From an optimization exercise on the open Yosys and OpenROAD flow, aimed at small area, a short achievable clock period and few clock cycles; shortcuts taken in it are not production practice.
At most, simulation tests tie the RTL to the original design; equivalence was not proved.
Power and IR drop assume default switching activity.

## simple_cpu
module simple_cpu
#(parameter DATA_WIDTH = 32)(
  input clk,
  input rstn,
  output [DATA_WIDTH-1:0] imem_addr,
  input  [DATA_WIDTH-1:0] imem_rdata,
  output [DATA_WIDTH-1:0] dmem_addr,
  output [DATA_WIDTH-1:0] dmem_wdata,
  output [3:0]            dmem_wstrb,
  output                  dmem_re,
  input  [DATA_WIDTH-1:0] dmem_rdata
);
wire [31:0] f_inst = imem_rdata;
wire [6:0]  f_op   = f_inst[6:0];
wire [4:0]  f_rd   = f_inst[11:7];
wire [2:0]  f_f3   = f_inst[14:12];
wire [4:0]  f_rs1  = f_inst[19:15];
wire [4:0]  f_rs2  = f_inst[24:20];
wire        f_f7b5 = f_inst[30];
wire f_is_op     = (f_op == 7'b0110011);
wire f_is_opimm  = (f_op == 7'b0010011);
wire f_is_load   = (f_op == 7'b0000011);
wire f_is_store  = (f_op == 7'b0100011);
wire f_is_branch = (f_op == 7'b1100011);
wire f_is_jalr   = (f_op == 7'b1100111);
wire f_is_jal    = (f_op == 7'b1101111);
wire f_is_lui    = (f_op == 7'b0110111);
wire f_is_auipc  = (f_op == 7'b0010111);
  ...
export LEC_CHECK = 0
export CAP_MARGIN = 20
export CORE_MARGIN = 2
export CORE_UTILIZATION = 47
export SETUP_SLACK_MARGIN = 5
export SLEW_MARGIN = 50
export SYNTH_HIERARCHICAL = 1
export SYNTH_MINIMUM_KEEP_SIZE = 50
export TNS_END_PERCENT = 20
create_clock -name core_clock -period 10.0 [get_ports {clk}]
standard.sh (not shown) runs the stock make flow with config.mk's settings and CLKGATE_MAP_FILE= SYNTH_SCRIPT=/design/flow/synth_recipe.tcl, a recipe that flattens the netlist after the stock synthesis.
==> flow/flow/run.sh <==
#!/bin/bash
# Own layout flow: the standard flow (standard.sh) with two changes:
# the ports are buffered with buf_2 cells instead of the slow delay cell that
# buffer_ports picks by default, and CTS inserts no dummy loads and builds the tree from clkbuf_8 cells, up to 12 sinks per leaf.
set -euo pipefail
export BUFFER_PORTS_ARGS="-buffer_cell sky130_fd_sc_hd__buf_2"
export CTS_ARGS="-sink_clustering_enable -repair_clock_nets -dont_use_dummy_load -sink_clustering_size 12 -sink_clustering_max_diameter 60 -buf_list sky130_fd_sc_hd__clkbuf_8"
bash standard.sh > standard_flow.log 2>&1
Rerun with:
--- a/flow/design.v
+++ b/flow/design.v
@@ -134,18 +134,19 @@
     f_imm = {{12{f_inst[31]}}, f_inst[19:12], f_inst[20], f_inst[30:21], 1'b0};
   else if (f_is_lui | f_is_auipc)
     f_imm = {f_inst[31:12], 12'b0};
   else
     f_imm = {{20{f_inst[31]}}, f_inst[31:20]};
 end
 reg [31:0] rv1;          
 reg [31:0] rv2;          
 reg [31:0] agu;          
+reg [31:0] tgt;          
 reg [31:0] pc4;          
 reg [3:0]  c_eq;         
 reg [3:0]  c_lt;         
 reg        c_eq31;       
 reg        c_lts31;      
 reg        c_ltu31;      
 reg [4:0]  rd;
 reg [2:0]  funct3;
 reg        wr;           
@@ -171,20 +172,19 @@
   rf_rd1_r = 32'd0;
   rf_rd2_r = 32'd0;
   for (ri = 1; ri < 32; ri = ri + 1) begin
     rf_rd1_r = rf_rd1_r | {{16{sel1_hi[ri]}} & regs[ri][31:16], {16{sel1_lo[ri]}} & regs[ri][15:0]};
     rf_rd2_r = rf_rd2_r | {{16{sel2_hi[ri]}} & regs[ri][31:16], {16{sel2_lo[ri]}} & regs[ri][15:0]};
   end
 end
 assign rf_rd1 = rf_rd1_r;
 assign rf_rd2 = rf_rd2_r;
-wire f_use_rs2 = f_is_op | f_is_store;
-wire f_use_tgt = f_is_branch | f_is_jal | f_is_auipc;
+wire f_use_rs2 = f_is_op | f_is_store | f_is_branch;
 wire f_hit1 = wr & (rd == f_rs1);
 wire f_hit2 = wr & (rd == f_rs2);
 wire [31:0] f_rv1 = f_hit1 ? wb_data : rf_rd1;
 wire [31:0] f_rv2 = f_hit2 ? wb_data : rf_rd2;
 wire f_stall = (f_is_load | f_is_store | f_is_jalr) & f_hit1;
 wire [31:0] f_beq = {~(f_rv1[30:0] ^ f_rv2[30:0]), 1'b1};
 wire [31:0] f_blt = {~f_rv1[30:0] & f_rv2[30:0], 1'b0};
 wire [3:0]  f_geq, f_glt;
 genvar gi;
@@ -268,39 +268,40 @@
     r_sltu    <= f_r_sltu;
     r_xor     <= f_r_xor;
     r_or      <= f_r_or;
     r_and     <= f_r_and;
     r_link    <= f_is_jal | f_is_jalr;
     r_lui     <= f_is_lui;
     r_auipc   <= f_is_auipc;
   end
   agu     <= f_agu;
+  tgt     <= f_tgt;
   sub     <= f_sub;
   sh_l    <= f_sh_l;
   sh_a    <= f_sh_a;
   rd      <= f_rd;
   funct3  <= f_f3;
   rv1     <= f_rv1;
-  rv2     <= f_use_rs2 ? f_rv2 : f_use_tgt ? f_tgt : f_imm;
+  rv2     <= f_use_rs2 ? f_rv2 : f_imm;
   c_eq    <= f_geq;
   c_lt    <= f_glt;
   c_eq31  <= ~(f_rv1[31] ^ f_rv2[31]);
   c_lts31 <= f_rv1[31] & ~f_rv2[31];
   c_ltu31 <= ~f_rv1[31] & f_rv2[31];
 end
 wire lt_low;
 lt_tree #(.W(4)) m_lt (.lt_bit(c_lt), .eq_bit(c_eq), .lt(lt_low));
 wire br_eq  = c_eq31 & (&c_eq);
 wire br_lt  = c_lts31 | (c_eq31 & lt_low);
 wire br_ltu = c_ltu31 | (c_eq31 & lt_low);
 wire take = tk_always | (tk_eq & br_eq) | (tk_ne & ~br_eq) | (tk_lt & br_lt) |
             (tk_ge & ~br_lt) | (tk_ltu & br_ltu) | (tk_geu & ~br_ltu);
-wire [31:0] target = is_jalr ? agu : rv2;
+wire [31:0] target = is_jalr ? agu : tgt;
 assign next_pc   = take ? target : pc4;
 assign imem_addr = next_pc;
 wire [31:0] op_b = rv2;
 wire [32:0] sum  = {1'b0, rv1} + {1'b0, op_b ^ {32{sub}}} + {32'd0, sub};
 wire        lt_u = ~sum[32];
 wire        lt_s = (rv1[31] ^ op_b[31]) ? rv1[31] : sum[31];
 wire [4:0]  shamt = op_b[4:0];
 reg  [31:0] sh_in, sh_out;
 integer k;
@@ -315,19 +316,19 @@
 wire [31:0] alu_out = ({32{r_add}}   & sum[31:0])
                     | ({32{r_sh}}    & sh_out)
                     | {31'd0, r_slt  & lt_s}
                     | {31'd0, r_sltu & lt_u}
                     | ({32{r_xor}}   & (rv1 ^ op_b))
                     | ({32{r_or}}    & (rv1 | op_b))
                     | ({32{r_and}}   & (rv1 & op_b))
                     | ({32{r_link}}  & pc4)
                     | ({32{r_lui}}   & op_b)
-                    | ({32{r_auipc}} & rv2);
+                    | ({32{r_auipc}} & tgt);
 assign dmem_addr = agu;
 assign dmem_re   = is_load;
 reg [31:0] st_data;
 reg [3:0]  st_strb;
 always @(*) begin
   st_data = rv2;
   st_strb = 4'b0000;
   case (funct3[1:0])
     2'b00: begin st_data = {4{rv2[7:0]}};  st_strb = 4'b0001 << agu[1:0]; end
Power is higher by about 1%.
First-iteration DRC count is higher by 5.1%.
Via count is lower by 0.31%.
Clock skew barely changes.
Critical path depth is higher by 11.
Final area is lower by about 0.43%.
Setup slack gains 67 ps.
Routed wire length is about the same.
Die area is higher by about 0.9%.
Maximum frequency is higher by 1.3%.
Testbench counts after the change, summed over its fixed seeds: cycles 1,992,704.
The RTL of the first run of this note was laid out without a check of its function.

==> port drivers added, routing unchanged <==
Ports are ideal in the flow. The routed layouts listed here were re-timed in OpenROAD. Step 1, drivers: a clkbuf_16 drives clk and a buf_2 each remaining input, both assumed. Step 2 adds t to the input delays and takes it off the output delays; t is the mean of the earliest and latest rising clock arrival at the registers after step 1. Input paths then give back, and output paths get back, about the clock's delay inside the block. Three values: ideal ports, drivers, drivers and shift; two values: the first two.
run | shift t [ns] | setup WS [ns] | worst setup path after step 2 | worst slew at a driven data input, ns
the first run | 0.975 | 4.838 / 4.643 / 3.668 | input to register | 0.36
the second run | 0.986 | 4.906 / 4.874 / 3.890 | input to register | 0.14
After both steps every run listed still meets setup and hold. The setup slack of the first run, which loses most, moves by -0.195 ns with the drivers and by -1.170 ns with both steps.
